From an optimization exercise on the open Yosys and OpenROAD flow, aimed at small area; shortcuts taken in it are not production practice.
Where RTL was checked, it was by simulation tests only, not by an equivalence proof against the original.
The clock port is modelled as an ideal driver, which makes a skipped or thinned clock tree look cheaper than it is; a real chip needs a root buffer or a tree.
Power and IR drop assume default switching activity.

v30:
Design fifo, start of the top module:
module fifo (
  clk,
  resetN,
  write_en,
  read_en,
  data_in,
  data_out,
  full,
  empty
);
Size in the first run: about 150 flip-flops, roughly 22 I/O pins.
export LEC_CHECK = 0
export CAP_MARGIN = 20
export CORE_MARGIN = 2
export CORE_UTILIZATION = 40
export CTS_BUF_LIST = sky130_fd_sc_hd__clkbuf_4 sky130_fd_sc_hd__clkbuf_8
export CTS_CLUSTER_DIAMETER = 100
export CTS_CLUSTER_SIZE = 40
export SLEW_MARGIN = 20
export SYNTH_HIERARCHICAL = 1
export SYNTH_MINIMUM_KEEP_SIZE = 0
create_clock -name core_clock -period 4.0 [get_ports {clk}]
run.sh (not shown) runs the stock make flow with config.mk's settings and CLKGATE_MAP_FILE= SYNTH_SCRIPT=/design/flow/synth_recipe.tcl, a recipe that flattens the netlist after the stock synthesis.
Here is what was changed in the inputs of v34 compared with v30.
- CTS_BUF_LIST: sky130_fd_sc_hd__clkbuf_4 sky130_fd_sc_hd__clkbuf_8 -> unset
- CTS_CLUSTER_DIAMETER: 100 -> unset
- CTS_CLUSTER_SIZE: 40 -> unset
Findings:
- v34: flow completed, timing, DRC and antenna clean
- The final critical path time including I/O delays and setup on v30 is in line with that on v34.
- Going from v30 to v34, the depth of the worst register-to-register path was found to have gone down by 1.
- v34 vs v30 — transition time at the pin with the least slew margin dropped 0.10 ns.
- Taking v30 as the reference, in v34 via count went down; fraction of the core area covered by cells at the end of the flow went up; achievable clock frequency did not really move.
- In v34 the fraction of met3 tracks used by global routing turned out 0.57 points higher than in v30.
No run of this note included a check of the RTL's function; only the layout flow was run.

Another version of the RTL of fifo (not shown whole).
For scale: about 280 cells after synthesis, about 150 flip-flops, about 22 I/O pins, roughly 0.0053 mm² of cells after synthesis.
export LEC_CHECK = 0
export CAP_MARGIN = 20
export CORE_MARGIN = 2
export CORE_UTILIZATION = 75
export SLEW_MARGIN = 20
export SYNTH_HIERARCHICAL = 1
export SYNTH_MINIMUM_KEEP_SIZE = 0
create_clock -name core_clock -period 4.0 [get_ports {clk}]
standard.sh (not shown) runs the stock make flow with config.mk's settings and CLKGATE_MAP_FILE= SYNTH_SCRIPT=/design/flow/synth_recipe.tcl, a recipe that flattens the netlist after the stock synthesis.
==> flow/flow/run.sh <==
#!/bin/bash
# Standard ORFS layout, with single-size port buffers and a clock tree
# built without dummy loads.
set -euo pipefail
bash standard.sh \
  BUFFER_PORTS_ARGS="-buffer_cell sky130_fd_sc_hd__buf_1" \
  CTS_ARGS="-sink_clustering_enable -repair_clock_nets -dont_use_dummy_load -buf_list {sky130_fd_sc_hd__clkbuf_4 sky130_fd_sc_hd__clkbuf_8} -sink_clustering_size 40 -sink_clustering_max_diameter 150" \
  finish > orfs_flow.log 2>&1
The baseline completed without violations.
Then changed:
==> flow/run.sh (new file) <==
#!/bin/bash
# synth_recipe.tcl (not shown) runs the flow's synth.tcl, then flattens the netlist and writes it again
# the make line also repeats each setting of config.mk as NAME=value (left out here)
make -C /OpenROAD-flow-scripts/flow DESIGN_CONFIG=/design/flow/config.mk WORK_HOME=/design/flow/orfs CLKGATE_MAP_FILE= SYNTH_SCRIPT=/design/flow/synth_recipe.tcl finish
CORE_UTILIZATION = 60   (was 75)
removed: flow/flow/run.sh
removed: flow/standard.sh
=> The changed run completed without violations. Clock skew drops by 14 ps. Clock-buffer cell count climbs by 2. Total power climbs by 22%. Critical path depth stays the same. Via count drops by 2.4%.
Then changed:
==> flow/flow/run.sh (new file) <==
#!/bin/bash
# Standard ORFS layout, with single-size port buffers and a clock tree
# built without dummy loads.
set -euo pipefail
bash standard.sh \
  BUFFER_PORTS_ARGS="-buffer_cell sky130_fd_sc_hd__buf_1" \
  CTS_ARGS="-sink_clustering_enable -repair_clock_nets -dont_use_dummy_load -buf_list sky130_fd_sc_hd__clkbuf_8 -sink_clustering_size 40 -sink_clustering_max_diameter 150" \
  finish > orfs_flow.log 2>&1
==> flow/standard.sh (new file) <==
#!/bin/bash
# synth_recipe.tcl (not shown) runs the flow's synth.tcl, then flattens the netlist and writes it again
# the make line also repeats each setting of config.mk as NAME=value (left out here)
make -C /OpenROAD-flow-scripts/flow DESIGN_CONFIG=/design/flow/config.mk WORK_HOME=/design/flow/orfs CLKGATE_MAP_FILE= SYNTH_SCRIPT=/design/flow/synth_recipe.tcl "${@:-finish}"
removed: flow/run.sh
The changed run completed with no timing, DRC or antenna violations.
Global-route usage decreases by 0.27 points.
Final area decreases by 7.8%.
Non-clock buffer count decreases by 1.
Power decreases by 18%.
Worst setup slack improved by 160 ps.
Clock power decreases by 48%.
Cell count decreases by 3.6%.

## alpha
fifo, a different RTL version from the one above (not shown whole).
Size: ~460 cells after synthesis, ~22 I/O pins, ~5100 um^2 of cells after synthesis.
Settings: LEC_CHECK=0, CAP_MARGIN=20, CORE_MARGIN=2, CORE_UTILIZATION=75, SLEW_MARGIN=20, SYNTH_HIERARCHICAL=1, SYNTH_MINIMUM_KEEP_SIZE=0; clock period 4.0 ns.
==> flow/flow/run.sh <==
#!/bin/bash
# ORFS layout with single-size port buffers and a hand-built clock tree
# (flow/cts.tcl) in place of ORFS's clock tree step. The clock tree uses the
# fewest leaf buffers (and the first of a few ways of cutting the flip-flops
# into groups) whose estimated flip-flop clock-pin slew is at most SLEW_LIMIT
# ns.
set -euo pipefail
here=$(pwd)
ARGS=(BUFFER_PORTS_ARGS="-buffer_cell sky130_fd_sc_hd__buf_1")
bash standard.sh "${ARGS[@]}" place > orfs_place.log 2>&1

export RESULTS_DIR=$here/orfs/results/sky130hd/fifo/base
export CTS_ROOT_CELL=sky130_fd_sc_hd__clkbuf_4 CTS_ROOT_COUNT=1
SLEW_LIMIT=0.110
leaf_cell=sky130_fd_sc_hd__clkbuf_8
leaf_count=16
bias=1.0
: > openroad_cts_trials.log
found=0
for n in 11 12 13 14 15 16; do
  for b in 1.0 0.7 1.4 0.5 2.0; do
    s=$(CTS_TRIAL=1 CTS_SPLIT_BIAS=$b CTS_LEAF_CELL=sky130_fd_sc_hd__buf_4 CTS_LEAF_COUNT=$n \
        openroad -no_init -exit flow/cts.tcl 2>&1 | tee -a openroad_cts_trials.log \
        | awk '/^CTS_TRIAL_SLEW/ {print $2}')
    echo "buf_4 x $n, split bias $b: $s" >> cts_choice.log
    if [[ -n "$s" ]] && awk -v s="$s" -v l="$SLEW_LIMIT" 'BEGIN {exit !(s <= l)}'; then
      leaf_cell=sky130_fd_sc_hd__buf_4
      leaf_count=$n
      bias=$b
      found=1
      break
    fi
  done
  [[ $found == 1 ]] && break
done
echo "chosen: $leaf_cell x $leaf_count, split bias $bias" >> cts_choice.log
CTS_SPLIT_BIAS=$bias CTS_LEAF_CELL=$leaf_cell CTS_LEAF_COUNT=$leaf_count \
  openroad -no_init -exit flow/cts.tcl > openroad_cts.log 2>&1
bash standard.sh "${ARGS[@]}" finish > orfs_finish.log 2>&1
==> flow/flow/manual_cts.tcl <==
# Manual clock tree. The flip-flops are split into leaf_count groups of near
# equal size by cutting across the longer side of their spread, recursively;
# each group gets a leaf clock buffer at its centroid. The leaf buffers are
# split the same way into root_count groups, each driven by a root buffer that
# the clock port drives (root_count 0: the port drives the leaf buffers).
proc cts_split {items k} {
  if {$k <= 1 || [llength $items] < 2} { return [list $items] }
  set xs [lsort -real [lmap i $items {lindex $i 1}]]
  set ys [lsort -real [lmap i $items {lindex $i 2}]]
  set dx [expr {[lindex $xs end] - [lindex $xs 0]}]
  set dy [expr {[lindex $ys end] - [lindex $ys 0]}]
  # CTS_SPLIT_BIAS > 1 favours cutting across y, < 1 across x
  set bias [expr {[info exists ::env(CTS_SPLIT_BIAS)] ? $::env(CTS_SPLIT_BIAS) : 1.0}]
  set axis [expr {$dx >= $dy * $bias ? 1 : 2}]
  set s [lsort -real -index $axis $items]
  set k1 [expr {$k / 2}]
  set h [expr {([llength $s] * $k1 + $k / 2) / $k}]
  return [concat [cts_split [lrange $s 0 [expr {$h - 1}]] $k1] \
                 [cts_split [lrange $s $h end] [expr {$k - $k1}]]]
}

proc cts_pin_items {net} {
  set items {}
  foreach it [$net getITerms] {
    set bb [[$it getInst] getBBox]
    lappend items [list $it [expr {([$bb xMin] + [$bb xMax]) / 2.0}] [expr {([$bb yMin] + [$bb yMax]) / 2.0}]]
  }
  return $items
}

# Drive each group of items from a new buffer on net; returns the buffers' A pins
proc cts_level {net groups master prefix} {
  set block [ord::get_db_block]
  set i 0
  foreach g $groups {
    set inst [odb::dbInst_create $block $master "${prefix}_$i"]
    set n [odb::dbNet_create $block "${prefix}_net_$i"]
    $n setSigType CLOCK
    set sx 0; set sy 0
    foreach item $g {
      set it [lindex $item 0]
      $it disconnect
      $it connect $n
      set sx [expr {$sx + [lindex $item 1]}]
      set sy [expr {$sy + [lindex $item 2]}]
    }
    [$inst findITerm A] connect $net
    [$inst findITerm X] connect $n
    set cnt [llength $g]
    set w [[$inst getMaster] getWidth]
    set hgt [[$inst getMaster] getHeight]
    $inst setLocation [expr {int($sx / $cnt - $w / 2)}] [expr {int($sy / $cnt - $hgt / 2)}]
    $inst setPlacementStatus PLACED
    puts "${prefix}_$i drives $cnt pins"
    incr i
  }
}

proc manual_cts {clk_name leaf_cell leaf_count root_cell root_count} {
  set block [ord::get_db_block]
  set db [ord::get_db]
  set net [$block findNet $clk_name]
  cts_level $net [cts_split [cts_pin_items $net] $leaf_count] [$db findMaster $leaf_cell] cts_leaf
  if {$root_count > 0} {
    cts_level $net [cts_split [cts_pin_items $net] $root_count] [$db findMaster $root_cell] cts_root
  }
}
Other scripts of this flow, unchanged in this note and not shown: flow/flow/cts.tcl
alpha ended with every stage complete and zero timing, DRC or antenna violations.
> inputs changed (alpha -> beta)
==> flow/flow/run.sh <==
#!/bin/bash
# ORFS layout with single-size port buffers and a hand-built clock tree
# (flow/cts.tcl) in place of ORFS's clock tree step. The clock tree uses the
# fewest leaf buffers whose estimated flip-flop clock-pin slew is at most
# SLEW_LIMIT ns.
set -euo pipefail
here=$(pwd)
ARGS=(BUFFER_PORTS_ARGS="-buffer_cell sky130_fd_sc_hd__buf_1")
bash standard.sh "${ARGS[@]}" place > orfs_place.log 2>&1

export RESULTS_DIR=$here/orfs/results/sky130hd/fifo/base
export CTS_ROOT_CELL=sky130_fd_sc_hd__clkbuf_4 CTS_ROOT_COUNT=1
SLEW_LIMIT=0.110
leaf_cell=sky130_fd_sc_hd__clkbuf_8
leaf_count=16
: > openroad_cts_trials.log
for n in 10 11 12 13 14 15 16; do
  s=$(CTS_TRIAL=1 CTS_LEAF_CELL=sky130_fd_sc_hd__buf_4 CTS_LEAF_COUNT=$n \
      openroad -no_init -exit flow/cts.tcl 2>&1 | tee -a openroad_cts_trials.log \
      | awk '/^CTS_TRIAL_SLEW/ {print $2}')
  echo "buf_4 x $n: $s" >> cts_choice.log
  if [[ -n "$s" ]] && awk -v s="$s" -v l="$SLEW_LIMIT" 'BEGIN {exit !(s <= l)}'; then
    leaf_cell=sky130_fd_sc_hd__buf_4
    leaf_count=$n
    break
  fi
done
echo "chosen: $leaf_cell x $leaf_count" >> cts_choice.log
CTS_LEAF_CELL=$leaf_cell CTS_LEAF_COUNT=$leaf_count \
  openroad -no_init -exit flow/cts.tcl > openroad_cts.log 2>&1
bash standard.sh "${ARGS[@]}" finish > orfs_finish.log 2>&1
--- a/flow/flow/manual_cts.tcl
+++ b/flow/flow/manual_cts.tcl
@@ -11,5 +11,3 @@
   set dy [expr {[lindex $ys end] - [lindex $ys 0]}]
-  # CTS_SPLIT_BIAS > 1 favours cutting across y, < 1 across x
-  set bias [expr {[info exists ::env(CTS_SPLIT_BIAS)] ? $::env(CTS_SPLIT_BIAS) : 1.0}]
-  set axis [expr {$dx >= $dy * $bias ? 1 : 2}]
+  set axis [expr {$dx >= $dy ? 1 : 2}]
   set s [lsort -real -index $axis $items]
==> comparison <==
- Reported for beta and alpha, worst setup slack after placement turned out identical to the last digit.
- Routed wire length per instance in beta vs alpha: up about 0.6%
- Delta (beta minus alpha): share of the clock period used by the worst path after layout now smaller; power in sequential cells comparable; final critical path time including I/O delays and setup now smaller; final instance area comparable.
- beta ended with less met2 layer usage reported by global route than alpha.
- The cell count of alpha and that of beta are within noise of each other.
- Re half-perimeter wire length after detailed placement: no difference whatsoever between beta and alpha.
- The largest stage delay on the critical path was comparable across beta and alpha.
- As far as sequential portion of the cell area is concerned, alpha and beta perform about the same.
No run of this note takes its clock network from TritonCTS; it comes from the design's own scripts or RTL.

harbor:
Another version of the RTL of fifo (not shown whole).
Size in the first run: roughly 290 cells after synthesis, about 150 flip-flops, roughly 0.0053 mm^2 of cells after synthesis.
export LEC_CHECK = 0
export CAP_MARGIN = 20
export CORE_MARGIN = 2
export CORE_UTILIZATION = 75
export SLEW_MARGIN = 20
export SYNTH_HIERARCHICAL = 1
export SYNTH_MINIMUM_KEEP_SIZE = 0
create_clock -name core_clock -period 4.0 [get_ports {clk}]
==> flow/flow/run.sh <==
#!/bin/bash
# ORFS layout with single-size port buffers and a hand-built clock tree
# (flow/cts.tcl) in place of ORFS's clock tree step.
set -euo pipefail
here=$(pwd)
ARGS=(BUFFER_PORTS_ARGS="-buffer_cell sky130_fd_sc_hd__buf_1")
bash standard.sh "${ARGS[@]}" place > orfs_place.log 2>&1
RESULTS_DIR=$here/orfs/results/sky130hd/fifo/base \
CTS_LEAF_CELL=sky130_fd_sc_hd__clkbuf_4 CTS_LEAF_DEPTH=4 \
CTS_ROOT_CELL=sky130_fd_sc_hd__clkbuf_8 CTS_ROOT_DEPTH=1 \
  openroad -no_init -exit flow/cts.tcl > openroad_cts.log 2>&1
bash standard.sh "${ARGS[@]}" finish > orfs_finish.log 2>&1
==> flow/flow/cts.tcl <==
# Clock tree step, in place of ORFS's 4_1_cts: reads the placed design, builds
# the clock tree of manual_cts.tcl, legalizes, repairs timing, and writes the
# files ORFS's cts step writes.
set results $::env(RESULTS_DIR)
set platform_dir $::env(FLOW_HOME)/platforms/sky130hd
read_lib $platform_dir/lib/sky130_fd_sc_hd__tt_025C_1v80.lib
read_db $results/3_place.odb
read_sdc $results/3_place.sdc
source $platform_dir/setRC.tcl
source [file dirname [info script]]/manual_cts.tcl

manual_cts clk $::env(CTS_LEAF_CELL) $::env(CTS_LEAF_DEPTH) $::env(CTS_ROOT_CELL) $::env(CTS_ROOT_DEPTH)

set_propagated_clock [all_clocks]
detailed_placement
estimate_parasitics -placement
report_clock_skew
repair_timing -setup -hold
detailed_placement
check_placement -verbose
estimate_parasitics -placement
report_worst_slack -min
report_worst_slack -max
report_check_types -max_slew -max_capacitance -violators

write_db $results/4_1_cts.odb
write_sdc -no_timestamp $results/4_cts.sdc
file copy -force $results/4_1_cts.odb $results/4_cts.odb
==> flow/flow/manual_cts.tcl <==
# Manual clock tree. The flip-flops are split into 2^LEAF_DEPTH groups at the
# median of x or y (whichever spread is larger), recursively; each group gets a
# leaf clock buffer at its centroid. The leaf buffers are split the same way
# into 2^ROOT_DEPTH groups, each driven by a root buffer that the clock port
# drives.
proc cts_split {items depth} {
  if {$depth == 0 || [llength $items] < 2} { return [list $items] }
  set xs [lsort -real [lmap i $items {lindex $i 1}]]
  set ys [lsort -real [lmap i $items {lindex $i 2}]]
  set dx [expr {[lindex $xs end] - [lindex $xs 0]}]
  set dy [expr {[lindex $ys end] - [lindex $ys 0]}]
  set k [expr {$dx >= $dy ? 1 : 2}]
  set s [lsort -real -index $k $items]
  set h [expr {[llength $s] / 2}]
  return [concat [cts_split [lrange $s 0 [expr {$h - 1}]] [expr {$depth - 1}]] \
                 [cts_split [lrange $s $h end] [expr {$depth - 1}]]]
}

proc cts_pin_items {net} {
  set items {}
  foreach it [$net getITerms] {
    set bb [[$it getInst] getBBox]
    lappend items [list $it [expr {([$bb xMin] + [$bb xMax]) / 2.0}] [expr {([$bb yMin] + [$bb yMax]) / 2.0}]]
  }
  return $items
}

# Drive each group of items from a new buffer on net; returns the buffers' A pins
proc cts_level {net groups master prefix} {
  set block [ord::get_db_block]
  set i 0
  foreach g $groups {
    set inst [odb::dbInst_create $block $master "${prefix}_$i"]
    set n [odb::dbNet_create $block "${prefix}_net_$i"]
    $n setSigType CLOCK
    set sx 0; set sy 0
    foreach item $g {
      set it [lindex $item 0]
      $it disconnect
      $it connect $n
      set sx [expr {$sx + [lindex $item 1]}]
      set sy [expr {$sy + [lindex $item 2]}]
    }
    [$inst findITerm A] connect $net
    [$inst findITerm X] connect $n
    set cnt [llength $g]
    set w [[$inst getMaster] getWidth]
    set hgt [[$inst getMaster] getHeight]
    $inst setLocation [expr {int($sx / $cnt - $w / 2)}] [expr {int($sy / $cnt - $hgt / 2)}]
    $inst setPlacementStatus PLACED
    puts "${prefix}_$i drives $cnt pins"
    incr i
  }
}

proc manual_cts {clk_name leaf_cell leaf_depth root_cell root_depth} {
  set block [ord::get_db_block]
  set db [ord::get_db]
  set net [$block findNet $clk_name]
  cts_level $net [cts_split [cts_pin_items $net] $leaf_depth] [$db findMaster $leaf_cell] cts_leaf
  if {$root_depth >= 0} {
    cts_level $net [cts_split [cts_pin_items $net] $root_depth] [$db findMaster $root_cell] cts_root
  }
}
## Diff of input files: yarrow against harbor
diff --git a/flow/flow/run.sh b/flow/flow/run.sh
--- a/flow/flow/run.sh
+++ b/flow/flow/run.sh
@@ -7,6 +7,6 @@
 bash standard.sh "${ARGS[@]}" place > orfs_place.log 2>&1
 RESULTS_DIR=$here/orfs/results/sky130hd/fifo/base \
-CTS_LEAF_CELL=sky130_fd_sc_hd__clkbuf_4 CTS_LEAF_DEPTH=4 \
-CTS_ROOT_CELL=sky130_fd_sc_hd__clkbuf_8 CTS_ROOT_DEPTH=1 \
+CTS_LEAF_CELL=sky130_fd_sc_hd__buf_4 CTS_LEAF_COUNT=12 \
+CTS_ROOT_CELL=sky130_fd_sc_hd__clkbuf_4 CTS_ROOT_COUNT=2 \
   openroad -no_init -exit flow/cts.tcl > openroad_cts.log 2>&1
 bash standard.sh "${ARGS[@]}" finish > orfs_finish.log 2>&1
diff --git a/flow/flow/cts.tcl b/flow/flow/cts.tcl
--- a/flow/flow/cts.tcl
+++ b/flow/flow/cts.tcl
@@ -10,5 +10,5 @@
 source [file dirname [info script]]/manual_cts.tcl
 
-manual_cts clk $::env(CTS_LEAF_CELL) $::env(CTS_LEAF_DEPTH) $::env(CTS_ROOT_CELL) $::env(CTS_ROOT_DEPTH)
+manual_cts clk $::env(CTS_LEAF_CELL) $::env(CTS_LEAF_COUNT) $::env(CTS_ROOT_CELL) $::env(CTS_ROOT_COUNT)
 
 set_propagated_clock [all_clocks]
diff --git a/flow/flow/manual_cts.tcl b/flow/flow/manual_cts.tcl
--- a/flow/flow/manual_cts.tcl
+++ b/flow/flow/manual_cts.tcl
@@ -1,18 +1,19 @@
-# Manual clock tree. The flip-flops are split into 2^LEAF_DEPTH groups at the
-# median of x or y (whichever spread is larger), recursively; each group gets a
-# leaf clock buffer at its centroid. The leaf buffers are split the same way
-# into 2^ROOT_DEPTH groups, each driven by a root buffer that the clock port
-# drives.
-proc cts_split {items depth} {
-  if {$depth == 0 || [llength $items] < 2} { return [list $items] }
+# Manual clock tree. The flip-flops are split into leaf_count groups of near
+# equal size by cutting across the longer side of their spread, recursively;
+# each group gets a leaf clock buffer at its centroid. The leaf buffers are
+# split the same way into root_count groups, each driven by a root buffer that
+# the clock port drives (root_count 0: the port drives the leaf buffers).
+proc cts_split {items k} {
+  if {$k <= 1 || [llength $items] < 2} { return [list $items] }
   set xs [lsort -real [lmap i $items {lindex $i 1}]]
   set ys [lsort -real [lmap i $items {lindex $i 2}]]
   set dx [expr {[lindex $xs end] - [lindex $xs 0]}]
   set dy [expr {[lindex $ys end] - [lindex $ys 0]}]
-  set k [expr {$dx >= $dy ? 1 : 2}]
-  set s [lsort -real -index $k $items]
-  set h [expr {[llength $s] / 2}]
-  return [concat [cts_split [lrange $s 0 [expr {$h - 1}]] [expr {$depth - 1}]] \
-                 [cts_split [lrange $s $h end] [expr {$depth - 1}]]]
+  set axis [expr {$dx >= $dy ? 1 : 2}]
+  set s [lsort -real -index $axis $items]
+  set k1 [expr {$k / 2}]
+  set h [expr {([llength $s] * $k1 + $k / 2) / $k}]
+  return [concat [cts_split [lrange $s 0 [expr {$h - 1}]] $k1] \
+                 [cts_split [lrange $s $h end] [expr {$k - $k1}]]]
 }
 
@@ -54,11 +55,11 @@
 }
 
-proc manual_cts {clk_name leaf_cell leaf_depth root_cell root_depth} {
+proc manual_cts {clk_name leaf_cell leaf_count root_cell root_count} {
   set block [ord::get_db_block]
   set db [ord::get_db]
   set net [$block findNet $clk_name]
-  cts_level $net [cts_split [cts_pin_items $net] $leaf_depth] [$db findMaster $leaf_cell] cts_leaf
-  if {$root_depth >= 0} {
-    cts_level $net [cts_split [cts_pin_items $net] $root_depth] [$db findMaster $root_cell] cts_root
+  cts_level $net [cts_split [cts_pin_items $net] $leaf_count] [$db findMaster $leaf_cell] cts_leaf
+  if {$root_count > 0} {
+    cts_level $net [cts_split [cts_pin_items $net] $root_count] [$db findMaster $root_cell] cts_root
   }
 }
Results
Minimum period implied by the final worst setup slack: yarrow worse than harbor. Run comparison: yarrow highest-utilization routing layer at the global route stage met2; harbor highest-utilization routing layer at the global route stage met1. yarrow against harbor: total power decreased by about 2% relative to the old numbers, share of the clock period used by the worst path up 1.0 points, timing-limited maximum frequency fell 1.5%, sum of routed wire length over all layers went down 65 um.
No run of this note takes its clock network from TritonCTS; it comes from the design's own scripts or RTL.

==> separate check: timing with driven ports <==
In the flow no input, the clock included, has a driving cell. The finished layouts below were timed again as built, in two steps.
Step 1: set_driving_cell puts a clkbuf_16 on clk and a buf_2 on each other input, an assumption about the parent block.
Step 2 adds t to the input delays and takes it off the output delays; t is the mean of the earliest and latest rising clock arrival at the registers after step 1. Input paths then give back, and output paths get back, about the clock's delay inside the block.
a / b / c = ideal / step 1 / step 2; a / b = the first two.
run | t, ns | setup slack, ns | worst hold slack (ns) | cell pins on the clock port's net
v30 | 0.462 | 1.260 / 1.273 / 0.811 | 0.487 / 0.487 / 0.487 | 1
v34 | 0.445 | 1.258 / 1.275 / 0.830 | 0.491 / 0.491 / 0.491 | 1
the first run of note 2 | 0.447 | 1.681 / 1.682 / 1.236 | 0.328 / 0.325 / 0.504 | 1
the second run of note 2 | 0.542 | 1.463 / 1.473 / 0.931 | 0.474 / 0.474 / 0.474 | 1
the third run of note 2 | 0.450 | 1.625 / 1.635 / 1.185 | 0.321 / 0.309 / 0.465 | 1
alpha | 0.528 | 1.195 / 1.195 / 0.844 | 0.225 / 0.232 / 0.441 | 1
beta | 0.538 | 1.212 / 1.212 / 0.881 | 0.221 / 0.227 / 0.441 | 1
harbor | 0.374 | 1.403 / 1.403 / 1.089 | 0.484 / 0.484 / 0.484 | 2
yarrow | 0.396 | 1.363 / 1.363 / 1.055 | 0.491 / 0.491 / 0.491 | 2
After both steps every run listed still meets setup and hold. The setup slack of the second run of note 2, which loses most, moves by +0.010 ns with the drivers and by -0.532 ns with both steps.
